This is an optimization exercise on Yosys and OpenROAD, whose aim is small area, a short achievable clock period and few clock cycles, not a production implementation. RTL that was checked went through simulation tests only; none was proved equivalent to the original. Only the layout flow was run in run 2; the RTL was not checked for function there. No activity file was given, so power comes from the tool's default toggle rates.

File: flow/design.v
module control_unit (
    input wire clk,
    input wire reset,
    input wire [7:0] data_in,
    output reg rd,
    output reg wr,
    output reg dsel,
    output reg asel,
    output reg sub,
    output reg [1:0] mop,
    output reg [3:0] mopd
);
    wire [3:0] op = data_in[7:4];
    wire ld = !dsel && (op[3:2] == 2'b00) && (op[1:0] != 2'b00) ||
              !dsel && (op == 4'h4);
    wire st = !dsel && (op == 4'h5);
    always @(posedge clk or posedge reset) begin
        if (reset) begin
            rd   <= 1'b0;
            wr   <= 1'b0;
            dsel <= 1'b0;
            asel <= 1'b0;
        end else begin
            rd   <= ld;
            wr   <= st;
            dsel <= ld || st;
            asel <= !dsel && (op != 4'h0) && (op[3:1] <= 3'b010);
        end
    end
    always @(posedge clk) begin
        sub  <= (op == 4'h2);
        mop  <= data_in[5:4];
        mopd <= data_in[3:0];
    end
endmodule
module datapath (
    input wire clk,
    input wire reset,
    input wire [7:0] data_in,
    input wire rd,
    input wire wr,
    input wire dsel,
    input wire sub,
    input wire [1:0] mop,
    output reg [7:0] pc,
    output reg [7:0] acc
);
    reg        carry;
    wire [7:0] d   = data_in;
    wire [3:0] op  = data_in[7:4];
    wire [3:0] opd = data_in[3:0];
    wire       fetch = !dsel;
    wire       zero = (acc == 8'h00);
    reg        cond;
    always @(*) begin
        case (op[1:0])
            2'b00: cond = 1'b0;      
            2'b01: cond = 1'b1;      
            2'b10: cond = zero;      
            default: cond = carry;   
        endcase
    end
    wire       tk   = fetch && (op[3:2] == 2'b10) && cond;    
    wire [7:0] pc_s = dsel ? pc : pc + 8'h01;                  
    wire [7:0] pc_n = tk ? {4'h0, opd} : pc_s;
    always @(posedge clk or posedge reset) begin
        if (reset)
            pc <= 8'h00;
        else
            pc <= pc_n;
    end
    wire [7:0] ax = acc ^ {8{sub}};
    wire [7:0] g0 = ax & d;
    wire [7:0] p0 = ax | d;
    wire [7:0] g1, p1, g2, p2, g3;
    genvar i;
    generate
        for (i = 0; i < 8; i = i + 1) begin : pf
            if (i >= 1) begin : l1
                assign g1[i] = g0[i] | (p0[i] & g0[i-1]);
                assign p1[i] = p0[i] & p0[i-1];
            end else begin : l1z
                assign g1[i] = g0[i];
                assign p1[i] = p0[i];
            end
            if (i >= 2) begin : l2
                assign g2[i] = g1[i] | (p1[i] & g1[i-2]);
                assign p2[i] = p1[i] & p1[i-2];
            end else begin : l2z
                assign g2[i] = g1[i];
                assign p2[i] = p1[i];
            end
            if (i >= 4) begin : l3
                assign g3[i] = g2[i] | (p2[i] & g2[i-4]);
            end else begin : l3z
                assign g3[i] = g2[i];
            end
        end
    endgenerate
    wire [7:0] c = {g3[6:0], 1'b0};              
    wire [7:0] h = acc ^ d;                      
    wire is_ar = rd && (mop[1] ^ mop[0]);        
    wire is_and = rd && (mop == 2'b11);
    wire is_ld  = rd && (mop == 2'b00);
    wire [7:0] k = {8{is_ld}} | ({8{is_and}} & acc);
    wire is_nl = fetch && (op[3:1] == 3'b011);
    wire is_sr = fetch && (op == 4'h8);
    wire [7:0] nl = op[0] ? {acc[6:0], 1'b0} : ~acc;
    wire [7:0] sr = {1'b0, acc[7:1]};
    wire       c_nl = op[0] ? acc[7] : 1'b1;
    wire [7:0] y   = is_nl ? nl : (is_sr ? sr : ((d & k) | (acc & {8{!rd}})));
    wire       y_c = is_nl ? c_nl : (!is_sr && !rd && carry);
    wire [7:0] r1 = is_ar ? ~h : y;
    wire [7:0] r0 = is_ar ?  h : y;
    wire [7:0] acc_n = (c & r1) | (~c & r0);
    wire       c_n   = is_ar ? g3[7] : y_c;
    always @(posedge clk or posedge reset) begin
        if (reset) begin
            acc   <= 8'h00;
            carry <= 1'b0;
        end else begin
            acc   <= acc_n;
            carry <= c_n;
        end
    end
endmodule
module cpu_8bit (
    input wire clk,
    input wire reset,
    input wire [7:0] data_in,
    output wire [7:0] data_out,
    output wire [7:0] address,
    output wire mem_write
);
    wire       rd;         
    wire       wr;         
    wire       dsel;       
    wire       asel;       
    wire       sub;        
    wire [1:0] mop;        
    wire [3:0] mopd;       
    wire [7:0] pc;
    wire [7:0] acc;
    control_unit ctrl (
        .clk(clk),
        .reset(reset),
        .data_in(data_in),
        .rd(rd),
        .wr(wr),
        .dsel(dsel),
        .asel(asel),
        .sub(sub),
        .mop(mop),
        .mopd(mopd)
    );
    datapath dp (
        .clk(clk),
        .reset(reset),
        .data_in(data_in),
        .rd(rd),
        .wr(wr),
        .dsel(dsel),
        .sub(sub),
        .mop(mop),
        .pc(pc),
        .acc(acc)
    );
    assign address   = asel ? {4'h0, mopd} : pc;
    assign data_out  = acc;
    assign mem_write = wr;
endmodule
File: flow/flow/run.sh
#!/bin/bash
# Standard layout, except:
#  - synthesis maps with flow/abc.script and without full/half-adder cells,
#  - the ports get plain buffers,
#  - resizing may change a cell's footprint.
F=$(pwd)/flow
export FLOW_ABC_SCRIPT=$F/abc.script
export BUFFER_PORTS_ARGS="-buffer_cell sky130_fd_sc_hd__buf_2"
bash standard.sh SYNTH_SCRIPT=$F/synth_abc.tcl ADDER_MAP_FILE= MATCH_CELL_FOOTPRINT=0 finish > standard.log 2>&1
File: flow/flow/abc.script
strash
dch
map -a
topo
stime -c
buffer -c
upsize -c
dnsize -c
File: flow/flow/synth_abc.tcl
# synth_recipe.tcl with one change: abc runs the script in flow/abc.script
# instead of ORFS's abc_area.script. Everything else is the same.
proc synth {args} { yosys synth -nofsm -noshare {*}$args }
proc abc {args} {
  set i [lsearch -exact $args -script]
  if { $i >= 0 } { lset args [expr {$i + 1}] $::env(FLOW_ABC_SCRIPT) }
  yosys abc {*}$args
}
source $::env(SCRIPTS_DIR)/synth.tcl
# left out here: clear keep_hierarchy, flatten, clean up, hide names made inside functions, write 1_2_yosys.v
File: flow/standard.sh
#!/bin/bash
# synth_recipe.tcl (not shown) runs the flow's synth.tcl, then flattens the netlist and writes it again
# the make line also repeats each setting of config.mk as NAME=value (left out here)
make -C /OpenROAD-flow-scripts/flow DESIGN_CONFIG=/design/flow/config.mk WORK_HOME=/design/flow/orfs CLKGATE_MAP_FILE= SYNTH_SCRIPT=/design/flow/synth_recipe.tcl "${@:-finish}"
File: flow/config.mk
export PLATFORM = sky130hd
export DESIGN_NAME = cpu_8bit
export DESIGN_NICKNAME = cpu_8bit
export VERILOG_FILES = /design/flow/design.v
export SDC_FILE = /design/flow/constraint.sdc
export NUM_CORES = 4
export LEC_CHECK = 0
export ABC_AREA = 1
export CAP_MARGIN = 20
export CORE_MARGIN = 2
export CORE_UTILIZATION = 40
export CTS_CLUSTER_DIAMETER = 200
export CTS_CLUSTER_SIZE = 40
export SETUP_SLACK_MARGIN = 2.0
export SLEW_MARGIN = 20
File: flow/constraint.sdc
create_clock -name core_clock -period 4.0 [get_ports {clk}]
set_input_delay 0.8000 -clock core_clock [delete_from_list [all_inputs] [get_ports {clk}]]
set_output_delay 0.8000 -clock core_clock [all_outputs]
set_load 0.01 [all_outputs]
==> results of run 1 <==
through the flow:
step	setup slack [ns]	total power (uW)	utilization, %	instance area, um^2	std cells
2_1_floorplan	2.161	926.4	-	2003	273
3_3_place_gp	1.768	1060	44.92	2150	354
3_5_place_dp	1.729	1068	44.92	2150	354
4_1_cts	2.021	1301	46.43	2222	358
5_1_grt	1.991	1408	46.61	2231	358
6_report	2.101	1291	46.61	2231	358
sequential cells by signal, indices dropped and copies added (netlist names):
name       count
ctrl.rd        1
dp.carry       1
ctrl.sub       1
ctrl.dsel      1
ctrl.mop       2
ctrl.wr        1
dp.acc         8
dp.pc          8
ctrl.mopd      4
ctrl.asel      1
what timing repair did:
item / in CTS / in global routing
gates resized for setup: 1 / 4
endpoints found under the setup margin: 1 / 9
gates cloned: 0 / 0
power by group through the flow:
stage	logic (uW)	clock network [uW]	registers, uW
floorplan	501	0	425
global placement	592	0	468
detailed placement	600	0	468
CTS	603	235	462
global route	685	244	478
finish	599	230	462
area by class of cell:
class                   count  area share (%)
clock buffers               3           1.851
clock inverters             1           1.346
inverters                  44           7.403
multi-input cells         189           49.75
flip-flops and latches     28           29.95
well taps                  67           3.758
repair buffers             26           5.945
worst min-delay path by stage:
stage                   from       end  slack [ns]  cells past startpoint
floorplan           dp.pc[7]  dp.pc[7]        0.50                      2
global placement    dp.pc[1]  dp.pc[1]        0.52                      2
detailed placement  dp.pc[7]  dp.pc[7]        0.52                      2
CTS                 dp.pc[1]  dp.pc[1]        0.54                      2
global route        dp.pc[7]  dp.pc[7]        0.57                      2
finish              dp.pc[7]  dp.pc[7]        0.54                      2
cell usage in the layout, fill, tap and decap left out, types with 4 or more instances in the layout:
cell,instances
a211oi_1,4
a21oi_1,23
a31oi_1,5
buf_2,25
dfrtp_1,20
dfxtp_1,6
inv_1,26
inv_2,16
nand2_1,28
nor2_1,39
nor2_2,10
nor3_1,4
nor3_2,4
o21ai_0,16
o21ai_1,5
xnor2_1,6
xor2_1,8
layer usage:
metal	GRT usage (%)	vias to the layer above
li1	-	938
met1	26.04	852
met2	33.24	64
met3	2.008	6
met4	6.746	0
met5	0	-
logic make-up after synthesis:
| group | synth area share [%] |
|---|---|
| AND/OR/NAND/NOR | 21.42 |
| buffers and inverters | 11.62 |
| AO/OA/AOI/OAI | 24.99 |
| flip-flops | 33.23 |
| XOR/XNOR | 7.746 |
| multiplexers | 0.9994 |
worst max-delay path, stage by stage (launching register included):
cell and delay (ns):
dfrtp_2 0.50, o21ai_0 0.17, buf_2 0.15
==> results.txt, run 1 <==
- Avg Cell Area, Syn: 7.338 um^2
- Part of the power in combinational logic: 46.4%
- Clock root buffer: clkbuf_8
- Pint: 736.8 uW
- Largest net degree at the start of global routing: 22
- Top FF cell, synth: dfrtp_1
- Crit end category: output pin
- Antenna diodes: 0
- Core area: 4786 um^2
- Met2 routed WL: 2360 um
- F_max: 526.7 MHz
- DR WL met3: 267 um
- DRT met1 WL: 2174 um
- Pre-antenna DRT Iters: 4
- EDFF count, synth: 0
- Iter 0 DRT Violations: 76
- Switching Fraction: 42.93%
- # fillers: 504
- Status: complete, no violations
- Area delta synth->final: 11.37%
- P per Cell Area: 578.7 nW/um^2
- Post-Syn Instances: 273
- MaxCap Viol Count: 0
- Sequential fraction of the synthesis area: 33.23%
- CP arrival: 1.10 ns
- Layout cells sized above 1: 25.09%
- Count of cell types in the netlist: 44
- Setup TNS: 0 ns
- Hold Vio Cnt, Final: 0
- #FFs+latches synth: 28
- Initial antenna violation count: 0
- Critical Path End: address[2]
- H-tree levels: 1
- CP Max Fanout: 12
- Worst EP required: 3.20 ns
- Hold_buf cts: 0
- Seq pwr share: 35.8%
- Sequential Area: 668.1 um^2
- Setup repair after global routing missed its margin: yes
- Crit path time final: 1.899 ns
- Clock Path Buffers: 2
- Clock transition at path regs: 0.10 ns
- PortBufs: 26
- Full die area: 5590 um^2
- Switch Pwr: 554.3 uW
- Multi-input gate area: 1110 um^2
- Initial Utilization: 41.86%
- DR WL/cell: 13.61 um
- Post-CTS setup buffer count: 0
- Mapped Area: 2003 um^2
- Post-Route WL: 4873 um
- Reg2Reg Setup Slack: 2.16 ns
- Vias/cell: 5.196
- RR Startpoint: ctrl.rd
- Synth top area share: 26.23%
- Clk_skew: 0.004662 ns
- Core Rows: 25
- Grt ovf: 0
- Gp weighted congestion: 0.8610
- FF-to-FF End: dp.carry
- Clock share of power: 17.8%
- Worst vdd ir: 221.7 uV
- Slew Limit Fails: 0
- First-pass GRT wire length: 8397 um
- Measured slew at the worst slew-check pin: 0.8664 ns
- Slew headroom: 42.18%
- Crit path kind: flip-flop to output pin
- Tot GR Track Use: 19.56%
- Top layer in use: met4
- Synth top area cells: dfrtp_1, nor2_1, dfxtp_1
- Dominant cell type by area after synthesis: dfrtp_1
- Final #Nets: 302
- # IOs: 27
- Critical Path Source Type: flip-flop
- Die width: 74.77 um
- Vias in the first global route: 1806
- Count leader, synth: nor2_1
- DP Wirelength: 3600 um
- Hold Path Class: flip-flop to flip-flop
- YS warnings: 2
- Crit. Startpoint: ctrl.asel
- Total CTS buffers: 3
- R2R depth: 4
- Final Setup Violations: 0
- DR vias: 1860
- Most instantiated cells after synthesis: nor2_1, nand2_1, inv_1
- Clk Latency, worst-skew pair: 0.28 ns
- WHS: 0.5369 ns
- CTS tree: yes
- P_leak: 0.001022 uW
- Routed Antenna Nets: 0
- Synthesized net count: 283
- DRC viols: 0
- Clock Sinks: 28
- Die Y: 74.77 um
- Final Cycle Share: 47.47%
- Share of flip-flops with an asynchronous set or reset: 75.00%
Testbench counts, summed over its fixed seeds: cycles 52,861.
==> inputs of run 2 (changes only) <==
--- a/flow/design.v
+++ b/flow/design.v
@@ -62,5 +62,5 @@
     end
     wire       tk   = fetch && (op[3:2] == 2'b10) && cond;    
-    wire [7:0] pc_s = dsel ? pc : pc + 8'h01;                  
+    wire [7:0] pc_s = pc + {7'h00, fetch};                     
     wire [7:0] pc_n = tk ? {4'h0, opd} : pc_s;
     always @(posedge clk or posedge reset) begin
--- a/flow/config.mk
+++ b/flow/config.mk
@@ -10,6 +10,4 @@
 export CORE_MARGIN = 2
 export CORE_UTILIZATION = 40
-export CTS_CLUSTER_DIAMETER = 200
-export CTS_CLUSTER_SIZE = 40
 export SETUP_SLACK_MARGIN = 2.0
 export SLEW_MARGIN = 20
==> run 2 against run 1 <==
Die area fell by 1.3%. Register-to-register slack worse by 0.02 ns. Critical path depth unchanged. Synthesized cell count decreased by 2.2%. Sequential power hardly changed. Fmax fell by 1.5%. Clock-buffer cell count is the same. Critical path type unchanged. Largest cell class unchanged. Largest power group unchanged.
==> results.txt, run 2 <==
- First-pass GRT wire length: 7990 um (-4.8%)
- Tot GR Track Use: 18.80% (-0.76 points)
- Total CTS buffers: 3 (unchanged)
- Gp weighted congestion: 0.8508 (-1.2%)
- Crit path time final: 1.928 ns (+0.02931 ns)
- Share of flip-flops with an asynchronous set or reset: 75.00% (unchanged)
- F_max: 518.7 MHz (-1.5%)
- Final Setup Violations: 0 (unchanged)
- # IOs: 27 (unchanged)
- Setup repair after global routing missed its margin: yes
- Hold Vio Cnt, Final: 0 (unchanged)
- Clock Sinks: 28 (unchanged)
- PortBufs: 26 (unchanged)
- Synthesized net count: 277 (-2.1%)
- Most frequent cells in the layout: nor2_1, nand2_1, inv_1
- Slew Limit Fails: 0 (unchanged)
- Worst EP required: 3.20 ns (about the same)
- #FFs+latches synth: 28 (unchanged)
- Critical Path Source Type: flip-flop
- CP arrival: 1.13 ns (+0.03 ns)
- Initial Utilization: 41.55% (-0.30 points)
- Sequential fraction of the synthesis area: 33.69% (+0.46 points)
- Count of cell types in the netlist: 43 (-2.3%)
- Core area: 4755 um^2 (-0.65%)
- DRC viols: 0 (unchanged)
- Hold Path Stages: 2 (unchanged)
- Critical Path End: address[0]
- Largest net degree at the start of global routing: 22 (unchanged)
- Slew headroom: 42.60% (+0.42 points)
- Clock Path Buffers: 2 (unchanged)
- Synth top area cells: dfrtp_1, nor2_1, dfxtp_1
- Post-Route WL: 4911 um (+0.78%)
- RR Startpoint: ctrl.rd
- Mapped Area: 1976 um^2 (-1.4%)
- Grt ovf: 0 (unchanged)
- P_leak: 0.001052 uW (+2.9%)
- Top FF cell, synth: dfrtp_1
- Status: complete, no violations
- Commonest non-fill, non-tap cell in the layout: nor2_1
- Die Y: 74.28 um (-0.65%)
- Clk_skew: 0.006361 ns (+0.001698 ns)
- YS warnings: 2 (unchanged)
- Vias in the first global route: 1663 (-7.9%)
- Crit end category: output pin
- Full die area: 5518 um^2 (-1.3%)
- Count leader, synth: nor2_1
- Antenna diodes: 0 (unchanged)
- Synth top area share: 26.60% (+0.37 points)
- MaxCap Viol Count: 0 (unchanged)
- DP Wirelength: 3554 um (-1.3%)
- H-tree levels: 1 (unchanged)
- Clock transition at path regs: 0.09 ns (about the same)
- CTS tree: yes
- Iter 0 DRT Violations: 94 (+24%)
- R2R depth: 6 (+2)
- Core Rows: 25 (unchanged)
- CP Max Fanout: 12 (unchanged)
- EDFF count, synth: 0 (unchanged)
- Area delta synth->final: 15.64%
- Final Cycle Share: 48.20% (+0.73 points)
- DR vias: 1819 (-2.2%)
- Hold Path Class: flip-flop to flip-flop
- Final #Nets: 304 (+0.66%)
- Worst vdd ir: 228.4 uV (+3.0%)
- P per Cell Area: 559.1 nW/um^2 (-3.4%)
- Layout cells sized above 1: 25.60% (+0.51 points)
- Clock root buffer: clkbuf_8
- Crit. Startpoint: ctrl.asel
- Post-Syn Instances: 267 (-2.2%)
- Pre-antenna DRT Iters: 4 (unchanged)
- Setup TNS: 0 ns (unchanged)
- Avg Cell Area, Syn: 7.399 um^2 (+0.84%)
- DR WL/cell: 13.64 um (+0.22%)
- Clk Latency, worst-skew pair: 0.27 ns (about the same)
- Top flop regs: dp.acc x8, dp.pc x8, ctrl.mopd x4
- Post-Layout Inst Area: 2285 um^2 (+2.4%)
- Vias/cell: 5.053 (-2.7%)
- Most instantiated cells after synthesis: nor2_1, nand2_1, inv_1
- Reg2Reg Setup Slack: 2.14 ns (-0.02 ns)
- Die width: 74.28 um (-0.65%)
- Initial antenna violation count: 0 (unchanged)
- Placement Cell Area: 2115 um^2 (-1.6%)
- Dominant cell type by area after synthesis: dfrtp_1
- Measured slew at the worst slew-check pin: 0.8601 ns (-0.006302 ns)
- Routed Antenna Nets: 0 (unchanged)
- FF-to-FF End: dp.acc[5]
- Crit path kind: flip-flop to output pin
==> run 2: cell count changes in the layout (fill, tap and decap cells not counted), sizes merged, moves of 2 or more <==
cell    previous run  this run
nand2             31        29
o211ai             3         5
a211oi             4         1
o221ai             2         4
a21oi             26        18
buf               25        32
==> run 2: kinds of logic (layout without fill, tap and decap cells) <==
| kind of cell | Yosys count | in the layout | synth area share, % |
|---|---|---|---|
| xor+xnor | 16 | 16 | 7.093 |
| simple gates | 94 | 94 | 22.10 |
| compound gates | 71 | 71 | 23.62 |
| flops | 28 | 28 | 33.69 |
| buf+inv | 55 | 81 | 11.97 |
| mux | 3 | 3 | 1.520 |
==> run 2: where the power goes <==
group          internal [uW]  leakage [uW]  switching [uW]
combinational            243      0.000697             348
sequential               357      0.000319             108
clock                    134     0.0000357            88.0
==> run 2: stage by stage <==
stage	std cells	power [uW]	hold WS, ns	utilization [%]	setup slack, ns
2_1_floorplan	267	898.5	0.4943	-	2.005
4_1_cts	353	1276	0.5389	46.26	1.957
5_1_grt	360	1397	0.5538	48.05	1.987
3_3_place_gp	348	1037	0.5290	44.47	1.615
3_5_place_dp	348	1047	0.5163	44.47	1.590
6_report	360	1277	0.5382	48.05	2.072
==> run 2: layout make-up <==
cell class | count | area [um^2]
fillers | 501 | 2470
multi-input cells | 184 | 1095
flip-flops and latches | 28 | 668.1
repair buffers | 34 | 205.2
inverters | 43 | 161.4
well taps | 67 | 83.83
clock buffers | 3 | 41.29
clock inverters | 1 | 30.03
==> run 2: worst min-delay path by stage <==
stage / endpoint / start
final: dp.pc[7] / dp.pc[7]
after global routing: dp.pc[7] / dp.pc[7]
after CTS: dp.pc[7] / dp.pc[7]
after detailed placement: dp.pc[7] / dp.pc[7]
after global placement: dp.pc[7] / dp.pc[7]
after floorplan: dp.pc[7] / dp.pc[7]
==> run 2: layer usage <==
metal  GRT usage, %  vias up  part of all wire, %
met5              0        -                    0
met4          6.151        0                  2.3
met3          1.897       10                  3.3
met2          31.05       45                   47
met1          25.97      826                   47
li1               -      938                    -
==> run 2: repair_timing <==
item,in CTS,in global routing
endpoints found under the setup margin,12,19
gates cloned,0,1
hold buffers,0,0
pin swaps,1,3
setup buffers,1,6
resized for setup,2,14
==> run 2: critical path, stage by stage, from the launching register on <==
cell and delay [ns]:
dfrtp_2 0.49, o21ai_0 0.21, buf_2 0.16
==> inputs of run 3 (changes only) <==
--- a/flow/design.v
+++ b/flow/design.v
@@ -62,5 +62,5 @@
     end
     wire       tk   = fetch && (op[3:2] == 2'b10) && cond;    
-    wire [7:0] pc_s = pc + {7'h00, fetch};                     
+    wire [7:0] pc_s = dsel ? pc : pc + 8'h01;                  
     wire [7:0] pc_n = tk ? {4'h0, opd} : pc_s;
     always @(posedge clk or posedge reset) begin
--- a/flow/config.mk
+++ b/flow/config.mk
@@ -10,4 +10,4 @@
 export CORE_MARGIN = 2
 export CORE_UTILIZATION = 40
-export SETUP_SLACK_MARGIN = 2.0
+export SETUP_SLACK_MARGIN = 1.9
 export SLEW_MARGIN = 20
==> run 3 against run 2 <==
Non-clock buffer count down 8. Setup slack worse by 0.034 ns. Highest routed layer unchanged. Fmax down 1.7%. Synthesized cell count up 2.2%. Critical endpoint is now address[2]. Still clean.
==> results.txt, run 3 <==
- FF-to-FF End: dp.carry
- Core area: 4786 um^2 (+0.66%)
- DP Wirelength: 3600 um (+1.3%)
- Post-Syn Instances: 273 (+2.2%)
- Hold Vio Cnt, Final: 0 (unchanged)
- Synth top area cells: dfrtp_1, nor2_1, dfxtp_1
- YS warnings: 2 (unchanged)
- Die Y: 74.77 um (+0.65%)
- # IOs: 27 (unchanged)
- Switching Fraction: 43.00% (+0.45 points)
- Clk Latency, worst-skew pair: 0.28 ns (about the same)
- Setup WS post-layout: 2.038 ns (-0.03376 ns)
- DR vias: 1841 (+1.2%)
- Critical Path End: address[2]
- EDFF count, synth: 0 (unchanged)
- Most frequent cells in the layout: nor2_1, nand2_1, inv_1, buf_2, a21oi_1
- Clock Sinks: 28 (unchanged)
- Measured slew at the worst slew-check pin: 0.8665 ns (+0.006401 ns)
- Crit path time final: 1.962 ns (+0.03376 ns)
- Setup repair after global routing missed its margin: yes
- DRC viols: 0 (unchanged)
- Antenna diodes: 0 (unchanged)
- P_leak: 0.001023 uW (-2.7%)
- Setup TNS: 0 ns (unchanged)
- Worst EP required: 3.20 ns (about the same)
- Count leader, synth: nor2_1
- DP Worst Slack: 1.729 ns (+0.1399 ns)
- Count of cell types in the netlist: 44 (+2.3%)
- Vias/cell: 5.142 (+1.8%)
- Top flop regs: dp.acc x8, dp.pc x8, ctrl.mopd x4
- Avg Cell Area, Syn: 7.338 um^2 (-0.84%)
- Slew Limit Fails: 0 (unchanged)
- Iter 0 DRT Violations: 85 (-9.6%)
- Status: complete, no violations
- Vias in the first global route: 1806 (+8.6%)
- Post-Route WL: 4913 um (about the same)
- Commonest non-fill, non-tap cell in the layout: nor2_1
- Total CTS buffers: 3 (unchanged)
- CTS tree: yes
- Switch Pwr: 555.2 uW (+2.2%)
- Clock Path Buffers: 2 (unchanged)
- Worst vdd ir: 222.1 uV (-2.8%)
- Reg2Reg Setup Slack: 2.15 ns (about the same)
- CP arrival: 1.16 ns (+0.03 ns)
- Final Cycle Share: 49.05% (+0.84 points)
- Layout cells sized above 1: 24.40% (-1.2 points)
- Sequential fraction of the synthesis area: 33.23% (-0.46 points)
- Clock root buffer: clkbuf_8
- DR WL/cell: 13.72 um (+0.60%)
- CP Max Fanout: 12 (unchanged)
- Post-CTS setup buffer count: 0 (-1)
- Overall power: 1291 uW (+1.1%)
- Grt ovf: 0 (unchanged)
- Tot GR Track Use: 19.56% (+0.76 points)
- Core Rows: 25 (unchanged)
- Pre-antenna DRT Iters: 4 (unchanged)
- Mapped Area: 2003 um^2 (+1.4%)
- H-tree levels: 1 (unchanged)
- Initial Utilization: 41.86% (+0.30 points)
- Gp weighted congestion: 0.8610 (+1.2%)
- F_max: 509.7 MHz (-1.7%)
- Part of the power in combinational logic: 46.3% (about the same)
- WHS: 0.5369 ns (-0.001319 ns)
- Clk_skew: 0.004850 ns (-0.001511 ns)
- # fillers: 500 (-0.20%)
- Share of flip-flops with an asynchronous set or reset: 75.00% (unchanged)
- MaxCap Viol Count: 0 (unchanged)
- Largest net degree at the start of global routing: 22 (unchanged)
- Full die area: 5590 um^2 (+1.3%)
- Synthesized net count: 283 (+2.2%)
- Final #Nets: 302 (-0.66%)
- Slew headroom: 42.17% (-0.43 points)
- Seq pwr share: 35.9% (-0.5 points)
- Crit. Startpoint: ctrl.asel
- Hold Path Class: flip-flop to flip-flop
- Critical Path Source Type: flip-flop
- Clock share of power: 17.8% (+0.4 points)
- P per Cell Area: 580.5 nW/um^2 (+3.8%)
- Initial antenna violation count: 0 (unchanged)
- Top FF cell, synth: dfrtp_1
- RR Startpoint: ctrl.rd
- HP Start: dp.pc[7]
- PortBufs: 26 (unchanged)
- Crit end category: output pin
- Crit path kind: flip-flop to output pin
- Dominant cell type by area after synthesis: dfrtp_1
- First-pass GRT wire length: 8397 um (+5.1%)
- Synth top area share: 26.23% (-0.37 points)
- #FFs+latches synth: 28 (unchanged)
- Routed Antenna Nets: 0 (unchanged)
- Final Setup Violations: 0 (unchanged)
- Pint: 736.1 uW (+0.29%)
- Most instantiated cells after synthesis: nor2_1, nand2_1, inv_1
- R2R depth: 4 (-2)
- Area delta synth->final: 11.06%
- Die width: 74.77 um (+0.65%)
- Clock transition at path regs: 0.10 ns (about the same)
==> run 3: worst min path at each step <==
stage	end	slack, ns	cells after the start
2_1_floorplan	dp.pc[7]	0.50	2
3_3_place_gp	dp.pc[1]	0.52	2
3_5_place_dp	dp.pc[7]	0.52	2
4_1_cts	dp.pc[1]	0.54	2
5_1_grt	dp.pc[7]	0.57	2
6_report	dp.pc[7]	0.54	2
==> run 3: per-stage QoR <==
step	util, %	std cells	instance area, um^2
2_1_floorplan	-	273	2003
4_1_cts	46.41	358	2221
3_3_place_gp	44.92	354	2150
6_report	46.48	358	2225
3_5_place_dp	44.92	354	2150
5_1_grt	46.48	358	2225
==> run 3: power groups by stage <==
stage | clock, uW | combinational [uW] | sequential (uW)
final | 230 | 598 | 463
after global routing | 244 | 684 | 478
after CTS | 235 | 603 | 462
after detailed placement | 0 | 600 | 468
after global placement | 0 | 592 | 468
after floorplan | 0 | 501 | 425
==> run 3: per-layer routing <==
layer  track usage (%)  share of wire (%)
met4             6.746                1.2
met1             26.04                 46
met2             33.24                 49
met3             2.008                4.1
met5                 0                  0
==> run 3: cell type report <==
class | instances | area, um^2 | area share, %
timing repair buffer | 26 | 130.1 | 5.849
clock buffer | 3 | 41.29 | 1.856
multi-input combinational | 189 | 1107 | 49.78
inverter | 44 | 165.2 | 7.424
clock inverter | 1 | 30.03 | 1.350
tap | 67 | 83.83 | 3.768
sequential | 28 | 666.9 | 29.98
==> run 3: cells by family (layout without fill, tap and decap cells) <==
family          Yosys count  in the layout  synth area share [%]
buf+inv                  56             74                 11.62
simple gates             94             94                 21.42
mux                       2              2                0.9994
xor+xnor                 16             16                 7.746
compound gates           77             77                 24.99
flops                    28             28                 33.23
==> run 3: worst max-delay path: stages (launching register included) <==
cell and delay (ns):
dfrtp_1 0.57, nand2_1 0.09, o21ai_0 0.08, buf_2 0.15
==> run 3: what timing repair did <==
action                                  CTS  global route
gates resized for setup                   0             2
hold buffers                              0             0
endpoints found under the setup margin    0             3
Testbench counts of run 3, summed over its fixed seeds: cycles 52,861.
==> inputs of run 4 (changes only) <==
--- a/flow/config.mk
+++ b/flow/config.mk
@@ -10,4 +10,4 @@
 export CORE_MARGIN = 2
 export CORE_UTILIZATION = 40
-export SETUP_SLACK_MARGIN = 1.9
+export SETUP_SLACK_MARGIN = 2.1
 export SLEW_MARGIN = 20
==> run 4 against run 3 <==
Clock power hardly changed. Largest cell class unchanged. Still clean on timing, DRC and antenna. Core utilization is 1.4 points higher. Non-clock buffer count up 2. First-iteration DRC count increased by 31%. Critical path type unchanged. Clock-buffer cell count unchanged. Highest routed layer unchanged. Synthesized cell count is the same.
==> results.txt, run 4 <==
- Final Cycle Share: 47.53% (-1.5 points)
- Final core utilization: 47.84% (+1.4 points)
- Crit path kind: flip-flop to output pin
- Slew headroom: 42.28% (+0.11 points)
- MaxCap Viol Count: 0 (unchanged)
- Dominant cell type by area after synthesis: dfrtp_1
- Vias in the first global route: 1806 (unchanged)
- P per Cell Area: 569.7 nW/um^2 (-1.8%)
- Core Rows: 25 (unchanged)
- Clk Latency, worst-skew pair: 0.29 ns (about the same)
- Clock Path Buffers: 2 (unchanged)
- Multi-input gate area: 1139 um^2 (+2.8%)
- Final Setup Violations: 0 (unchanged)
- Largest net degree at the start of global routing: 22 (unchanged)
- Top flop regs: dp.acc x8, dp.pc x8, ctrl.mopd x4
- Slew Limit Fails: 0 (unchanged)
- Crit-path cells: o21ai_0, buf_2
- DR vias: 1873 (+1.7%)
- Crit end category: output pin
- Synth top area cells: dfrtp_1, nor2_1, dfxtp_1
- Post-Layout Inst Area: 2290 um^2 (+2.9%)
- DRC viols: 0 (unchanged)
- Post-Syn Instances: 273 (unchanged)
- F_max: 526.0 MHz (+3.2%)
- Top FF cell, synth: dfrtp_1
- WHS: 0.5370 ns (+0.0001100 ns)
- Synthesized net count: 283 (unchanged)
- Setup TNS: 0 ns (unchanged)
- Sequential Area: 671.9 um^2 (+0.75%)
- Die width: 74.77 um (unchanged)
- Area delta synth->final: 14.30%
- Worst vdd ir: 231.1 uV (+4.1%)
- Count leader, synth: nor2_1
- # IOs: 27 (unchanged)
- Pint: 740.5 uW (+0.59%)
- Antenna diodes: 0 (unchanged)
- Critical Path Max Stage Delay: 0.50 ns (-0.07 ns)
- DR WL/cell: 13.77 um (+0.36%)
- Worst EP required: 3.20 ns (about the same)
- Vias/cell: 5.203 (+1.2%)
- Most instantiated cells after synthesis: nor2_1, nand2_1, inv_1
- P_leak: 0.001034 uW (+1.0%)
- YS warnings: 2 (unchanged)
- Hold_buf cts: 0 (unchanged)
- Hold Path Class: flip-flop to flip-flop
- Clock transition at path regs: 0.10 ns (about the same)
- #FFs+latches synth: 28 (unchanged)
- Full die area: 5590 um^2 (unchanged)
- Core area: 4786 um^2 (unchanged)
- Total CTS buffers: 3 (unchanged)
- Hold Vio Cnt, Final: 0 (unchanged)
- Commonest non-fill, non-tap cell in the layout: nor2_1
- Count of cell types in the netlist: 44 (unchanged)
- Setup repair after global routing missed its margin: yes
- CTS tree: yes
- PortBufs: 26 (unchanged)
- Die Y: 74.77 um (unchanged)
- First-pass GRT wire length: 8397 um (unchanged)
- Post-Route WL: 4958 um (+0.92%)
- Initial antenna violation count: 0 (unchanged)
- Most frequent cells in the layout: nor2_1, nand2_1, inv_1
- Pre-antenna DRT Iters: 4 (unchanged)
- Clock root buffer: clkbuf_8
- Synth top area share: 26.23% (unchanged)
- Part of the power in combinational logic: 46.6% (+0.3 points)
- Initial Utilization: 41.86% (unchanged)
- Layout cells sized above 1: 27.99% (+3.6 points)
- Switch Pwr: 564.1 uW (+1.6%)
- Avg Cell Area, Syn: 7.338 um^2 (unchanged)
- Slowest cell on the critical path: dfrtp_2
- Status: complete, no violations
- Clock share of power: 17.8% (about the same)
- Share of flip-flops with an asynchronous set or reset: 75.00% (unchanged)
- Iter 0 DRT Violations: 111 (+31%)
- CP arrival: 1.10 ns (-0.06 ns)
- # fillers: 499 (-0.20%)
- Grt ovf: 0 (unchanged)
- Seq pwr share: 35.7% (-0.2 points)
- Measured slew at the worst slew-check pin: 0.8649 ns (-0.001580 ns)
- Clk_skew: 0.005216 ns (+0.0003665 ns)
- H-tree levels: 1 (unchanged)
- Switching Fraction: 43.24% (+0.24 points)
- Routed Antenna Nets: 0 (unchanged)
- Clock Sinks: 28 (unchanged)
- Sequential fraction of the synthesis area: 33.23% (unchanged)
- EDFF count, synth: 0 (unchanged)
- DP Wirelength: 3600 um (unchanged)
- Placement Cell Area: 2150 um^2 (unchanged)
- Tot GR Track Use: 19.56% (unchanged)
- Mapped Area: 2003 um^2 (unchanged)
- Final #Nets: 304 (+0.66%)
- CP Max Fanout: 12 (unchanged)
- Critical Path Source Type: flip-flop
- Gp weighted congestion: 0.8610 (unchanged)
- Crit path time final: 1.901 ns (-0.06060 ns)
-- run 4: metrics by stage --
| stage | worst slack, ns | total power [uW] | cells |
|---|---|---|---|
| detailed placement | 1.729 | 1068 | 354 |
| global route | 2.034 | 1416 | 360 |
| floorplan | 2.161 | 926.4 | 273 |
| finish | 2.099 | 1305 | 360 |
| CTS | 2.085 | 1301 | 358 |
| global placement | 1.768 | 1060 | 354 |
-- run 4: worst max-delay path, delay by kind of cell (launching register included) --
| family | cells | cell delay, ns |
|---|---|---|
| buf+inv | 1 | 0.15 |
| flops | 1 | 0.50 |
| compound gates | 1 | 0.17 |
-- run 4: cell families after synthesis --
| family | after synthesis | share of synthesized area (%) |
|---|---|---|
| and+or+nand+nor | 94 | 21.42 |
| AOI/OAI and AO/OA | 77 | 24.99 |
| DFF | 28 | 33.23 |
| muxes | 2 | 0.9994 |
| buffers and inverters | 56 | 11.62 |
| xor gates and xnor gates | 16 | 7.746 |
-- run 4: what timing repair did --
| action | 4_1_cts | 5_1_grt |
|---|---|---|
| gates resized for setup | 3 | 15 |
| buffers inserted | 0 | 2 |
| pin swaps | 0 | 1 |
| setup endpoints to repair | 10 | 16 |
-- run 4: routing by layer --
metal  GRT usage (%)  part of all wire (%)  up-vias
met4           6.746                   1.3        0
li1                -                     -      942
met1           26.04                    47      878
met2           33.24                    48       46
met3           2.008                   3.8        7
met5               0                     0        -
-- run 4: area by class of cell --
type | instances | share of cell area, %
well taps | 67 | 3.661
clock buffers | 3 | 1.803
clock inverters | 1 | 1.311
inverters | 44 | 7.596
multi-input cells | 189 | 49.73
flip-flops and latches | 28 | 29.34
repair buffers | 28 | 6.557
-- run 4: path summary, 6_finish.rpt --
kind	start	endpoint	slack, ns	cells past startpoint
min	dp.pc[7]	dp.pc[7]	0.54	2
max in group asynchronous	reset	ctrl.asel	2.74	2
min in group asynchronous	reset	dp.carry	0.67	2
max reg2reg	dp.acc[1]	dp.pc[0]	2.24	8
max	ctrl.asel	address[2]	2.10	2
min reg2reg	dp.pc[7]	dp.pc[7]	0.54	2
-- run 4: power by group through the flow --
stage | clock (uW) | sequential [uW] | combinational, uW
after floorplan | 0 | 425 | 501
after global placement | 0 | 468 | 592
after detailed placement | 0 | 468 | 600
after CTS | 235 | 463 | 604
after global routing | 244 | 480 | 692
final | 232 | 466 | 607
==> inputs of run 5 (changes only) <==
--- a/flow/config.mk
+++ b/flow/config.mk
@@ -10,4 +10,4 @@
 export CORE_MARGIN = 2
 export CORE_UTILIZATION = 40
-export SETUP_SLACK_MARGIN = 2.1
+export SETUP_SLACK_MARGIN = 2.0
 export SLEW_MARGIN = 20
==> run 5 against run 4 <==
Still clean on timing, DRC and antenna. Clock-buffer cell count unchanged. Routed wire length is 1.7% lower. Clock power about the same. Sequential power decreased by 0.9%. Via count decreased by 0.69%. First-iteration DRC count down 32%. Sequential share of layout area rose by 0.61 points. Sequential cell count unchanged. Die area stayed put. Total power shrank 1.0%. Critical endpoint unchanged. Largest cell class unchanged.
==> results.txt, run 5 <==
- Status: complete, no violations
- Clock transition at path regs: 0.10 ns (about the same)
- CP arrival: 1.10 ns (about the same)
- Core area: 4786 um^2 (unchanged)
- Final Cycle Share: 47.47% (-0.062 points)
- DP Wirelength: 3600 um (unchanged)
- Vias in the first global route: 1806 (unchanged)
- Crit end category: output pin
- P_leak: 0.001022 uW (-1.1%)
- Post-Route WL: 4873 um (-1.7%)
- Antenna diodes: 0 (unchanged)
- HP Start: dp.pc[7]
- Avg Cell Area, Syn: 7.338 um^2 (unchanged)
- Synth top area cells: dfrtp_1, nor2_1, dfxtp_1
- Routed Antenna Nets: 0 (unchanged)
- Crit-path cells: o21ai_0, buf_2
- Clk_skew: 0.004662 ns (-0.0005540 ns)
- Worst EP required: 3.20 ns (about the same)
- Total CTS buffers: 3 (unchanged)
- Worst vdd ir: 221.7 uV (-4.1%)
- P per Cell Area: 578.7 nW/um^2 (+1.6%)
- DR WL/cell: 13.61 um (-1.2%)
- Iter 0 DRT Violations: 76 (-32%)
- YS warnings: 2 (unchanged)
- FF-to-FF End: dp.carry
- Final #Nets: 302 (-0.66%)
- Initial antenna violation count: 0 (unchanged)
- CP Max Fanout: 12 (unchanged)
- Dominant cell type by area after synthesis: dfrtp_1
- Critical Path End: address[2]
- Clock Sinks: 28 (unchanged)
- Critical path depth: 2 (unchanged)
- Crit. Startpoint: ctrl.asel
- Post-Syn Instances: 273 (unchanged)
- # IOs: 27 (unchanged)
- Share of flip-flops with an asynchronous set or reset: 75.00% (unchanged)
- Clock Path Buffers: 2 (unchanged)
- Reg2Reg Setup Slack: 2.16 ns (-0.08 ns)
- Final core utilization: 46.61% (-1.2 points)
- Largest net degree at the start of global routing: 22 (unchanged)
- Critical Path Source Type: flip-flop
- Sequential fraction of the synthesis area: 33.23% (unchanged)
- EDFF count, synth: 0 (unchanged)
- Cell family with most CP delay: flip-flops
- Worst path bufs/invs: 1 (unchanged)
- Clk Latency, worst-skew pair: 0.28 ns (about the same)
- Count leader, synth: nor2_1
- Critical Path Max Stage Delay: 0.50 ns (about the same)
- DR vias: 1860 (-0.69%)
- Die Y: 74.77 um (unchanged)
- DP Worst Slack: 1.729 ns (unchanged)
- Full die area: 5590 um^2 (unchanged)
- Slew headroom: 42.18% (-0.099 points)
- Final Setup Violations: 0 (unchanged)
- Vias/cell: 5.196 (-0.14%)
- Slew Limit Fails: 0 (unchanged)
- Mapped Area: 2003 um^2 (unchanged)
- Top flop regs: dp.acc x8, dp.pc x8, ctrl.mopd x4
- Area delta synth->final: 11.37%
- Die width: 74.77 um (unchanged)
- Crit path time final: 1.899 ns (-0.002470 ns)
- Setup WS post-layout: 2.101 ns (+0.002470 ns)
- Gp weighted congestion: 0.8610 (unchanged)
- Clock root buffer: clkbuf_8
- Top FF cell, synth: dfrtp_1
- #FFs+latches synth: 28 (unchanged)
- PortBufs: 26 (unchanged)
- Most instantiated cells after synthesis: nor2_1, nand2_1, inv_1
- MaxCap Viol Count: 0 (unchanged)
- F_max: 526.7 MHz (+0.13%)
- Tot GR Track Use: 19.56% (unchanged)
- RR Startpoint: ctrl.rd
- Initial Utilization: 41.86% (unchanged)
- Layout cells sized above 1: 25.09% (-2.9 points)
- H-tree levels: 1 (unchanged)
- CTS tree: yes
- DRC viols: 0 (unchanged)
- Synthesized net count: 283 (unchanged)
- First-pass GRT wire length: 8397 um (unchanged)
- WHS: 0.5369 ns (-0.0001240 ns)
- Measured slew at the worst slew-check pin: 0.8664 ns (+0.001481 ns)
- Core Rows: 25 (unchanged)
- Setup repair after global routing missed its margin: yes
- Setup TNS: 0 ns (unchanged)
- Slowest cell on the critical path: dfrtp_2
- Grt ovf: 0 (unchanged)
- R2R depth: 4 (-4)
- Crit path kind: flip-flop to output pin
- Hold Path Class: flip-flop to flip-flop
- Synth top area share: 26.23% (unchanged)
- Most frequent cells in the layout: nor2_1, nand2_1, inv_1
- Count of cell types in the netlist: 44 (unchanged)
- Pre-antenna DRT Iters: 4 (unchanged)
- Hold Vio Cnt, Final: 0 (unchanged)
- Commonest non-fill, non-tap cell in the layout: nor2_1
==> run 5: changes by cell type in the layout (fill, tap and decap cells not counted), moves of 2 or more <==
cell	before	now
buf_4	2	0
inv_2	14	16
inv_4	2	0
nor2_1	36	39
nor2_2	12	10
==> run 5: layer usage <==
| layer | share of wire [%] | global-route usage [%] | vias up |
|---|---|---|---|
| li1 | - | - | 938 |
| met1 | 45 | 26.04 | 852 |
| met2 | 48 | 33.24 | 64 |
| met3 | 5.5 | 2.008 | 6 |
| met4 | 1.5 | 6.746 | 0 |
| met5 | 0 | 0 | - |
==> run 5: kinds of logic (layout without fill, tap and decap cells) <==
family / Yosys count / in the layout / share of synthesized area [%]
and+or+nand+nor: 94 / 94 / 21.42
AOI/OAI and AO/OA: 77 / 77 / 24.99
buffers and inverters: 56 / 74 / 11.62
DFF: 28 / 28 / 33.23
xor gates and xnor gates: 16 / 16 / 7.746
muxes: 2 / 2 / 0.9994
==> run 5: layout make-up <==
cell class / instances / area (um^2)
timing repair buffer: 26 / 132.6
tap: 67 / 83.83
clock inverter: 1 / 30.03
sequential: 28 / 668.1
clock buffer: 3 / 41.29
fill: 504 / 2555
multi-input combinational: 189 / 1110
inverter: 44 / 165.2
==> run 5: worst min-delay path by stage <==
stage,to,cells past startpoint,slack (ns)
finish,dp.pc[7],2,0.54
global route,dp.pc[7],2,0.57
CTS,dp.pc[1],2,0.54
detailed placement,dp.pc[7],2,0.52
global placement,dp.pc[1],2,0.52
floorplan,dp.pc[7],2,0.50
==> run 5: worst reg2reg max path, delay by kind of cell (launching register included) <==
family / cells / cell delay (ns)
AND/OR/NAND/NOR: 1 / 0.38
AO/OA/AOI/OAI: 2 / 0.45
flip-flops: 1 / 0.50
buffers and inverters: 1 / 0.40
==> run 5: stage by stage <==
step                std cells  power [uW]  cell area, um^2
floorplan                 273       926.4             2003
global placement          354        1060             2150
detailed placement        354        1068             2150
CTS                       358        1301             2222
global route              358        1408             2231
finish                    358        1291             2231
==> run 5: repair_timing <==
action,in CTS,in global routing
buffers inserted,0,0
gates resized for setup,1,4
hold buffers,0,0
endpoints found under the setup margin,1,9
==> run 5: report_power, final <==
group | switching, uW | internal [uW] | leakage, uW
clock | 95.8 | 134 | 0.0000357
combinational | 353 | 245 | 0.000669
sequential | 105 | 357 | 0.000318
total | 554 | 737 | 0.00102
==> inputs of run 6 (changes only) <==
--- a/flow/config.mk
+++ b/flow/config.mk
@@ -10,4 +10,5 @@
 export CORE_MARGIN = 2
 export CORE_UTILIZATION = 40
+export PLACE_DENSITY = 0.75
 export SETUP_SLACK_MARGIN = 2.0
 export SLEW_MARGIN = 20
==> run 6 against run 5 <==
First-iteration DRC count up 2.6%. Global-route usage down 1.3 points. Hold slack better by 0.0043 ns. Sequential cell count unchanged. Sequential share of layout area down 0.23 points. Total power down 0.15%. Setup slack worse by 0.018 ns. Synthesized cell count unchanged. Clock power down 3%. Fmax down 0.92%. Critical endpoint is now dp.carry. Largest power group unchanged.
==> results.txt, run 6 <==
- Clk_skew: 0.005446 ns (+0.0007838 ns)
- HP Start: dp.pc[7]
- Sequential Area: 668.1 um^2 (unchanged)
- Vias/cell: 5.231 (+0.67%)
- Full die area: 5590 um^2 (unchanged)
- Mux contribution to synthesized area: 0.9994% (unchanged)
- Setup WS post-layout: 2.084 ns (-0.01759 ns)
- Clock transition at path regs: 0.09 ns (about the same)
- Crit path kind: flip-flop to flip-flop
- Most instantiated cells after synthesis: nor2_1, nand2_1, inv_1
- Commonest non-fill, non-tap cell in the layout: nor2_1
- Antenna diodes: 0 (unchanged)
- Gp weighted congestion: 0.9050 (+5.1%)
- Measured slew at the worst slew-check pin: 0.8823 ns (+0.01586 ns)
- Count leader, synth: nor2_1
- YS warnings: 2 (unchanged)
- Status: complete, no violations
- Part of the power in combinational logic: 46.7% (+0.3 points)
- Top flop regs: dp.acc x8, dp.pc x8, ctrl.mopd x4
- DP Worst Slack: 1.763 ns (+0.03320 ns)
- Clock Path Buffers: 2 (unchanged)
- Most frequent cells in the layout: nor2_1, nand2_1, inv_1
- Vias in the first global route: 1704 (-5.6%)
- Critical Path Source Type: flip-flop
- DR WL/cell: 13.18 um (-3.1%)
- First-pass GRT wire length: 7928 um (-5.6%)
- Sequential fraction of the synthesis area: 33.23% (unchanged)
- Clock share of power: 17.3% (-0.5 points)
- Avg Cell Area, Syn: 7.338 um^2 (unchanged)
- Largest family of logic cells by synthesized area: compound AO/OA/AOI/OAI gates
- Synthesized net count: 283 (unchanged)
- CTS tree: yes
- Initial antenna violation count: 0 (unchanged)
- Final Setup Violations: 0 (unchanged)
- Layout cells sized above 1: 25.60% (+0.51 points)
- Simple-gate share of the synthesized area: 21.42% (unchanged)
- Min-Delay Endpoint: dp.pc[7]
- Share of flip-flops with an asynchronous set or reset: 75.00% (unchanged)
- DRC viols: 0 (unchanged)
- CP arrival: 2.07 ns (+0.97 ns)
- Synth Area in XOR/XNOR: 7.745% (unchanged)
- PortBufs: 26 (unchanged)
- Seq pwr share: 36.0% (+0.2 points)
- R2R depth: 4 (unchanged)
- Area delta synth->final: 12.24%
- P_leak: 0.001032 uW (+0.96%)
- Initial Utilization: 41.86% (unchanged)
- Worst vdd ir: 279.6 uV (+26%)
- P per Cell Area: 573.4 nW/um^2 (-0.92%)
- Clock Sinks: 28 (unchanged)
- Final Cycle Share: 47.91% (+0.44 points)
- Synth Area in Adders: 0% (unchanged)
- Setup repair after global routing missed its margin: yes
- Slew Limit Fails: 0 (unchanged)
- Compound-Gate Fraction of Synth Area: 24.98% (unchanged)
- Synth top area cells: dfrtp_1, nor2_1, dfxtp_1
- EDFF count, synth: 0 (unchanged)
- Core Rows: 25 (unchanged)
- Routed Antenna Nets: 0 (unchanged)
- F_max: 521.8 MHz (-0.92%)
- Grt ovf: 0 (unchanged)
- Hold Path Stages: 2 (unchanged)
- Post-Route WL: 4746 um (-2.6%)
- Tot GR Track Use: 18.26% (-1.3 points)
- Multi-input gate area: 1110 um^2 (unchanged)
- Switching Fraction: 42.78% (-0.16 points)
- #FFs+latches synth: 28 (unchanged)
- Final #Nets: 304 (+0.66%)
- Iter 0 DRT Violations: 78 (+2.6%)
- # fillers: 481 (-4.6%)
- DP Wirelength: 3526 um (-2.1%)
- Total CTS buffers: 3 (unchanged)
- H-tree levels: 1 (unchanged)
- Slew headroom: 41.12% (-1.1 points)
- Switch Pwr: 551.5 uW (-0.51%)
- Die Y: 74.77 um (unchanged)
- # IOs: 27 (unchanged)
- FF-to-FF End: dp.carry
- Clk Latency, worst-skew pair: 0.27 ns (about the same)
- Reg2Reg Setup Slack: 2.08 ns (-0.08 ns)
- CP Max Fanout: 10 (-2)
- Die width: 74.77 um (unchanged)
- Hold Vio Cnt, Final: 0 (unchanged)
- Clock root buffer: clkbuf_8
- Crit path time final: 1.916 ns (+0.01759 ns)
- Pint: 737.7 uW (+0.13%)
- MaxCap Viol Count: 0 (unchanged)
- RR Startpoint: ctrl.rd
- Core area: 4786 um^2 (unchanged)
- Mapped Area: 2003 um^2 (unchanged)
- Worst EP required: 4.15 ns (+0.95 ns)
- Pre-antenna DRT Iters: 4 (unchanged)
- Hold Path Class: flip-flop to flip-flop
- Synth top area share: 26.23% (unchanged)
- Post-Syn Instances: 273 (unchanged)
- Largest net degree at the start of global routing: 22 (unchanged)
- Top FF cell, synth: dfrtp_1
- Count of cell types in the netlist: 44 (unchanged)
- Setup TNS: 0 ns (unchanged)
- DR vias: 1883 (+1.2%)
- Crit end category: flip-flop
- Dominant cell type by area after synthesis: dfrtp_1
## run 6: power by group through the flow
| stage | logic [uW] | clock network, uW | registers [uW] |
|---|---|---|---|
| 2_1_floorplan | 501 | 0 | 425 |
| 3_3_place_gp | 587 | 0 | 466 |
| 3_5_place_dp | 599 | 0 | 468 |
| 4_1_cts | 602 | 230 | 462 |
| 5_1_grt | 682 | 238 | 478 |
| 6_report | 602 | 224 | 464 |
## run 6: worst max-delay path: stages (launching register included)
cell and delay, ns:
dfrtp_1 0.50, nand3_1 0.41, clkinv_1 0.42, a311oi_1 0.39, a31oi_1 0.08
## run 6: logic make-up (layout without fill, tap and decap cells)
logic type | after synthesis | count (layout)
simple gates | 94 | 94
compound gates | 77 | 77
buf+inv | 56 | 76
flops | 28 | 28
xor+xnor | 16 | 16
mux | 2 | 2
## run 6: cell type report
cell class                      instances  share of cell area (%)
Timing Repair Buffer                   28                   6.567
Tap cell                               67                   3.728
Multi-Input combinational cell        189                   49.36
Inverter                               44                   7.457
Sequential cell                        28                   29.72
Clock inverter                          1                   1.336
Clock buffer                            3                   1.836
## run 6: what timing repair did
item | CTS | global route
endpoints found under the setup margin | 0 | 12
setup buffers | 0 | 2
gates resized for setup | 0 | 6
hold buffers | 0 | 0
## run 6: metrics by stage
| step | instances | cell area (um^2) | util, % | hold slack, ns | total power [uW] |
|---|---|---|---|---|---|
| final | 360 | 2248 | 46.98 | 0.5412 | 1289 |
| after global routing | 360 | 2248 | 46.98 | 0.5829 | 1399 |
| after CTS | 358 | 2221 | 46.41 | 0.5528 | 1294 |
| after detailed placement | 354 | 2150 | 44.92 | 0.5291 | 1067 |
| after global placement | 354 | 2150 | 44.92 | 0.5166 | 1053 |
| after floorplan | 273 | 2003 | - | 0.4963 | 926.4 |
## run 6: worst max path at each step
| stage | startpoint | end | slack, ns |
|---|---|---|---|
| final | ctrl.rd | dp.carry | 2.08 |
| after global routing | data_in[4] | dp.acc[5] | 1.98 |
| after CTS | ctrl.asel | address[2] | 2.02 |
| after detailed placement | data_in[4] | dp.acc[6] | 1.76 |
| after global placement | data_in[4] | dp.acc[6] | 1.79 |
| after floorplan | data_in[5] | dp.acc[5] | 2.16 |
## run 6: per-layer routing
| layer | vias up | wire length [um] | track usage, % |
|---|---|---|---|
| met1 | 875 | 2178 | 25.50 |
| met5 | - | 0 | 0 |
| met4 | 0 | 22 | 2.778 |
| li1 | 946 | - | - |
| met2 | 58 | 2302 | 31.27 |
| met3 | 4 | 243 | 2.008 |
==> inputs of run 7 (changes only) <==
--- a/flow/config.mk
+++ b/flow/config.mk
@@ -10,5 +10,5 @@
 export CORE_MARGIN = 2
 export CORE_UTILIZATION = 40
-export PLACE_DENSITY = 0.75
+export GPL_TIMING_DRIVEN = 0
 export SETUP_SLACK_MARGIN = 2.0
 export SLEW_MARGIN = 20
==> run 7 against run 6 <==
Setup slack worse by 0.041 ns. First-iteration DRC count is 37% higher. Sequential power decreased by 11%. Clock power up 2%. Final area is 3.3% higher.
==> results.txt, run 7 <==
- Status: complete, no violations
- Synth top area share: 26.23% (unchanged)
- FF-to-FF End: dp.carry
- RR Startpoint: ctrl.rd
- # fillers: 528 (+9.8%)
- Share of flip-flops with an asynchronous set or reset: 75.00% (unchanged)
- Critical Path Max Stage Delay: 0.41 ns (-0.09 ns)
- DR WL/cell: 13.52 um (+2.6%)
- Final Cycle Share: 48.93% (+1.0 points)
- DR vias: 1889 (+0.32%)
- Initial antenna violation count: 0 (unchanged)
- CP arrival: 1.16 ns (-0.91 ns)
- P_leak: 0.001088 uW (+5.4%)
- #FFs+latches synth: 28 (unchanged)
- Area delta synth->final: 15.93%
- First-pass GRT wire length: 8480 um (+7.0%)
- Largest net degree at the start of global routing: 22 (unchanged)
- Dominant cell type by area after synthesis: dfrtp_1
- Post-Syn Instances: 273 (unchanged)
- M2 GR Usage: 35.59% (+4.3 points)
- MaxCap Viol Count: 0 (unchanged)
- Clock root buffer: clkbuf_8
- Count of cell types in the netlist: 44 (unchanged)
- Vias in the first global route: 1833 (+7.6%)
- Hold Path Class: flip-flop to flip-flop
- Critical Path End: address[2]
- Gp weighted congestion: 0.8368 (-7.5%)
- Worst vdd ir: 224.8 uV (-20%)
- Hold_buf cts: 0 (unchanged)
- R2R depth: 5 (+1)
- Reg2Reg Setup Slack: 2.09 ns (about the same)
- Clock Path Buffers: 2 (unchanged)
- Vias/cell: 5.064 (-3.2%)
- Post-Layout Inst Area: 2322 um^2 (+3.3%)
- Top FF cell, synth: dfrtp_1
- Sequential Area: 665.6 um^2 (-0.37%)
- Antenna diodes: 0 (unchanged)
- Worst EP required: 3.20 ns (-0.95 ns)
- Crit path time final: 1.957 ns (+0.04097 ns)
- Initial Utilization: 41.86% (unchanged)
- Pre-antenna DRT Iters: 4 (unchanged)
- Top flop regs: dp.acc x8, dp.pc x8, ctrl.mopd x4
- Grt peak-use layer: met2
- Synth top area cells: dfrtp_1, nor2_1, dfxtp_1
- Final #Nets: 317 (+4.3%)
- DP Wirelength: 3726 um (+5.7%)
- DRC viols: 0 (unchanged)
- Grt met1 use: 25.02% (-0.48 points)
- Grt met3 use: 2.544% (+0.54 points)
- Die width: 74.77 um (unchanged)
- Measured slew at the worst slew-check pin: 0.8963 ns (+0.01403 ns)
- Commonest non-fill, non-tap cell in the layout: nor2_1
- Core Rows: 25 (unchanged)
- Hold Vio Cnt, Final: 0 (unchanged)
- Tot GR Track Use: 19.84% (+1.6 points)
- Clock transition at path regs: 0.09 ns (about the same)
- PortBufs: 26 (unchanged)
- Crit. Startpoint: ctrl.asel
- Sequential fraction of the synthesis area: 33.23% (unchanged)
- Routed Antenna Nets: 0 (unchanged)
- Clock Sinks: 28 (unchanged)
- Core area: 4786 um^2 (unchanged)
- Crit end category: output pin
- CP Max Fanout: 10 (unchanged)
- Clk_skew: 0.01348 ns (+0.008029 ns)
- Multi-input gate area: 1112 um^2 (+0.23%)
- YS warnings: 2 (unchanged)
- Crit-path cells: buf_4, o21ai_0, buf_2
- Avg Cell Area, Syn: 7.338 um^2 (unchanged)
- Most instantiated cells after synthesis: nor2_1, nand2_1, inv_1
- H-tree levels: 1 (unchanged)
- Slew Limit Fails: 0 (unchanged)
- Final Setup Violations: 0 (unchanged)
- Most frequent cells in the layout: nor2_1, buf_2, nand2_1
- Clk Latency, worst-skew pair: 0.28 ns (about the same)
- Non-Filler Instances: 373 (+3.6%)
- # IOs: 27 (unchanged)
- Synthesized net count: 283 (unchanged)
- Mapped Area: 2003 um^2 (unchanged)
- Grt ovf: 0 (unchanged)
- Layout cells sized above 1: 27.78% (+2.2 points)
- Placed insts: 366 (+3.4%)
- Die Y: 74.77 um (unchanged)
- Post-Route WL: 5044 um (+6.3%)
- Setup repair after global routing missed its margin: yes
- Total CTS buffers: 3 (unchanged)
- Slew headroom: 40.18% (-0.94 points)
- P per Cell Area: 567.8 nW/um^2 (-0.98%)
- Slowest cell on the critical path: dfrtp_1
- CTS tree: yes
- Setup TNS: 0 ns (unchanged)
- EDFF count, synth: 0 (unchanged)
- Placement Cell Area: 2217 um^2 (+3.1%)
- Crit path kind: flip-flop to output pin
- Iter 0 DRT Violations: 107 (+37%)
- Count leader, synth: nor2_1
- Full die area: 5590 um^2 (unchanged)
- F_max: 510.9 MHz (-2.1%)
- Critical Path Source Type: flip-flop
run 7: timing repair:
action	4_1_cts	5_1_grt
resized for setup	3	5
gates cloned	0	0
endpoints found under the setup margin	8	9
pin swaps	0	1
setup buffers	0	3
run 7: layer usage:
layer | vias to the layer above | part of all wire, %
met5 | - | 0
met4 | 0 | 1.1
li1 | 969 | -
met1 | 873 | 47
met2 | 42 | 49
met3 | 5 | 3.4
run 7: how the worst min path moves through the flow:
| stage | from | endpoint | slack (ns) | depth (start not counted) |
|---|---|---|---|---|
| floorplan | dp.pc[7] | dp.pc[7] | 0.50 | 2 |
| global placement | dp.pc[1] | dp.pc[1] | 0.51 | 2 |
| detailed placement | dp.pc[7] | dp.pc[7] | 0.52 | 2 |
| CTS | dp.pc[7] | dp.pc[7] | 0.54 | 2 |
| global route | dp.pc[7] | dp.pc[7] | 0.57 | 2 |
| finish | dp.pc[7] | dp.pc[7] | 0.53 | 2 |
run 7: final cells by class:
class | instances | share of cell area [%]
Clock inverter | 1 | 1.293
Inverter | 44 | 7.112
Tap cell | 67 | 3.610
Clock buffer | 3 | 1.778
Multi-Input combinational cell | 189 | 47.90
Timing Repair Buffer | 29 | 6.573
Buffer | 12 | 3.071
Sequential cell | 28 | 28.66
run 7: worst max-delay path: cells and delay by family, from the launching register on:
kind	cells	cell delay, ns
AOI/OAI and AO/OA	1	0.15
buffers and inverters	2	0.33
DFF	1	0.41
run 7: cell families after synthesis:
| kind of cell | synth area share [%] |
|---|---|
| and+or+nand+nor | 21.42 |
| AOI/OAI and AO/OA | 24.99 |
| buffers and inverters | 11.62 |
| DFF | 33.23 |
| xor gates and xnor gates | 7.746 |
| muxes | 0.9994 |
run 7: report_power, final:
group	switching, uW	internal (uW)	total (uW)	leakage (uW)
Combinational	408	269	677	0.000733
Clock	94.3	134	228	0.0000357
Sequential	55.9	357	413	0.000319
Total	558	760	1320	0.00109
run 7: through the flow:
stage / power, uW / util [%] / hold WS, ns / worst slack, ns
after floorplan: 926.4 / - / 0.4963 / 2.161
after global placement: 1079 / 46.33 / 0.5132 / 1.757
after detailed placement: 1092 / 46.33 / 0.5208 / 1.793
after CTS: 1326 / 47.84 / 0.5442 / 2.018
after global routing: 1438 / 48.52 / 0.5710 / 1.973
final: 1319 / 48.52 / 0.5331 / 2.043
==> inputs of run 8 (changes only) <==
--- a/flow/flow/run.sh
+++ b/flow/flow/run.sh
@@ -6,4 +6,4 @@
 F=$(pwd)/flow
 export FLOW_ABC_SCRIPT=$F/abc.script
-export BUFFER_PORTS_ARGS="-buffer_cell sky130_fd_sc_hd__buf_2"
+export BUFFER_PORTS_ARGS="-buffer_cell sky130_fd_sc_hd__buf_1"
 bash standard.sh SYNTH_SCRIPT=$F/synth_abc.tcl ADDER_MAP_FILE= MATCH_CELL_FOOTPRINT=0 finish > standard.log 2>&1
--- a/flow/config.mk
+++ b/flow/config.mk
@@ -10,5 +10,4 @@
 export CORE_MARGIN = 2
 export CORE_UTILIZATION = 40
-export GPL_TIMING_DRIVEN = 0
 export SETUP_SLACK_MARGIN = 2.0
 export SLEW_MARGIN = 20
==> run 8 against run 7 <==
Still clean. Synthesized cell count unchanged. Final cell count is 3.2% lower. Setup slack got worse by 0.023 ns. Register-to-register slack better by 0.04 ns. Clock-buffer cell count is the same. Hold slack better by 0.0075 ns. Area after synthesis stayed put. Total power is 2.7% lower. Non-clock buffer count fell by 12. Die area is the same. Critical endpoint is now address[1]. Largest cell class unchanged.
==> results.txt, run 8 <==
- Status: complete, no violations
- Hold_buf cts: 0 (unchanged)
- Dominant cell type by area after synthesis: dfrtp_1
- DR vias: 1820 (-3.7%)
- Slew Limit Fails: 0 (unchanged)
- Reg2Reg Setup Slack: 2.13 ns (+0.04 ns)
- Clock transition at path regs: 0.09 ns (about the same)
- EDFF count, synth: 0 (unchanged)
- Antenna diodes: 0 (unchanged)
- Synth top area share: 26.23% (unchanged)
- Measured slew at the worst slew-check pin: 0.8750 ns (-0.02132 ns)
- Core area: 4786 um^2 (unchanged)
- CP arrival: 1.18 ns (+0.02 ns)
- Clock root buffer: clkbuf_8
- Setup TNS: 0 ns (unchanged)
- Most frequent cells in the layout: nor2_1, nand2_1, inv_1
- First-pass GRT wire length: 7955 um (-6.2%)
- Gp weighted congestion: 0.8539 (+2.0%)
- YS warnings: 2 (unchanged)
- Initial antenna violation count: 0 (unchanged)
- Post-Layout Inst Area: 2227 um^2 (-4.1%)
- Final #Nets: 305 (-3.8%)
- Die Y: 74.77 um (unchanged)
- P_leak: 0.0009713 uW (-11%)
- Pre-antenna DRT Iters: 4 (unchanged)
- Synth top area cells: dfrtp_1, nor2_1, dfxtp_1
- Critical Path Source Type: flip-flop
- WHS: 0.5405 ns (+0.007459 ns)
- Count leader, synth: nor2_1
- P per Cell Area: 576.3 nW/um^2 (+1.5%)
- Post-Syn Instances: 273 (unchanged)
- Routed Antenna Nets: 0 (unchanged)
- MaxCap Viol Count: 0 (unchanged)
- Non-Filler Instances: 361 (-3.2%)
- Slew headroom: 41.60% (+1.4 points)
- Core Rows: 25 (unchanged)
- #FFs+latches synth: 28 (unchanged)
- Share of flip-flops with an asynchronous set or reset: 75.00% (unchanged)
- DRC viols: 0 (unchanged)
- Largest net degree at the start of global routing: 22 (unchanged)
- Top flop regs: dp.acc x8, dp.pc x8, ctrl.mopd x4
- Full die area: 5590 um^2 (unchanged)
- F_max: 505.0 MHz (-1.2%)
- Top FF cell, synth: dfrtp_1
- Post-Route WL: 4848 um (-3.9%)
- Setup repair after global routing missed its margin: yes
- Tot GR Track Use: 18.64% (-1.2 points)
- Initial Utilization: 41.86% (unchanged)
- Grt ovf: 0 (unchanged)
- H-tree levels: 1 (unchanged)
- Vias/cell: 5.042 (-0.45%)
- # IOs: 27 (unchanged)
- Vias in the first global route: 1624 (-11%)
- Clock Path Buffers: 2 (unchanged)
- CP Max Fanout: 5 (-5)
- CTS tree: yes
- Crit path time final: 1.980 ns (+0.02279 ns)
- Area delta synth->final: 11.18%
- Placement Cell Area: 2117 um^2 (-4.5%)
- Clk_skew: 0.01176 ns (-0.001714 ns)
- Total CTS buffers: 3 (unchanged)
- Worst EP required: 3.20 ns (about the same)
- Mapped Area: 2003 um^2 (unchanged)
- Die width: 74.77 um (unchanged)
- Crit path kind: flip-flop to output pin
- DR WL/cell: 13.43 um (-0.69%)
- Count of cell types in the netlist: 44 (unchanged)
- Layout cells sized above 1: 18.37% (-9.4 points)
- Hold Vio Cnt, Final: 0 (unchanged)
- Final Cycle Share: 49.50% (+0.57 points)
- Worst vdd ir: 181.6 uV (-19%)
- Hold Path Class: flip-flop to flip-flop
- Crit end category: output pin
- Synthesized net count: 283 (unchanged)
- Clock Sinks: 28 (unchanged)
- Iter 0 DRT Violations: 70 (-35%)
- Clk Latency, worst-skew pair: 0.29 ns (about the same)
- Sequential fraction of the synthesis area: 33.23% (unchanged)
- Final Setup Violations: 0 (unchanged)
- PortBufs: 26 (unchanged)
- Most instantiated cells after synthesis: nor2_1, nand2_1, inv_1
- Avg Cell Area, Syn: 7.338 um^2 (unchanged)
- Commonest non-fill, non-tap cell in the layout: nor2_1
- DP Wirelength: 3564 um (-4.3%)
- Placed insts: 354 (-3.3%)
[run 8: critical path, cell delays in order (launching register included)]
cell	delay, ns
dfrtp_2	0.45
buf_4	0.15
o21ai_0	0.14
buf_1	0.16
[run 8: what timing repair did]
action	4_1_cts	5_1_grt
gates resized for setup	3	13
pin swaps	0	0
endpoints found under the setup margin	12	12
setup buffers	0	3
cloned	0	0
[run 8: final cells by class]
type | instances | area (um^2)
clock buffer | 3 | 41.29
timing repair buffer | 29 | 128.9
sequential | 28 | 668.1
fill | 502 | 2559
clock inverter | 1 | 30.03
multi-input combinational | 189 | 1107
inverter | 44 | 167.7
tap | 67 | 83.83
[run 8: where the power goes]
group	leakage (uW)	internal [uW]	switching, uW
clock network	0.0000357	134	96.1
registers	0.000318	357	107
logic	0.000617	233	356
total	0.000971	724	559
[run 8: per-stage QoR]
step                      total power [uW]  setup WS, ns  utilization [%]
final                                 1284         2.020            46.54
after global routing                  1390         1.962            46.54
after CTS                             1280         2.020            45.80
after detailed placement              1051         1.416            44.24
after global placement                1044         1.431            44.24
after floorplan                      926.4         2.161                -
[run 8: logic make-up (layout without fill, tap and decap cells)]
group | after synthesis | in the layout | share of synthesized area, %
muxes | 2 | 2 | 0.9994
buffers and inverters | 56 | 77 | 11.62
and+or+nand+nor | 94 | 94 | 21.42
DFF | 28 | 28 | 33.23
AOI/OAI and AO/OA | 77 | 77 | 24.99
xor gates and xnor gates | 16 | 16 | 7.746
[run 8: metal layers]
metal | vias up | track usage (%) | routed length, um
met4 | 0 | 4.563 | 37
met1 | 825 | 25.60 | 2340
met3 | 4 | 2.276 | 168
li1 | 944 | - | -
met5 | - | 0 | 0
met2 | 47 | 31.37 | 2302
[run 8: worst paths after layout]
path / cells after the start / end / startpoint
min: 2 / dp.pc[1] / dp.pc[1]
min reg2reg: 2 / dp.pc[1] / dp.pc[1]
min in group asynchronous: 2 / dp.acc[6] / reset
max reg2reg: 4 / dp.carry / ctrl.rd
max in group asynchronous: 2 / ctrl.asel / reset
max: 3 / address[1] / ctrl.asel

Check on run 8: ideal ports give 2.020 ns setup slack; a clkbuf_16 on the clock port and buf_2 on the inputs give 1.992 ns; moving port delays by the midpoint clock arrival (0.310 ns) as well gives 1.856 ns.
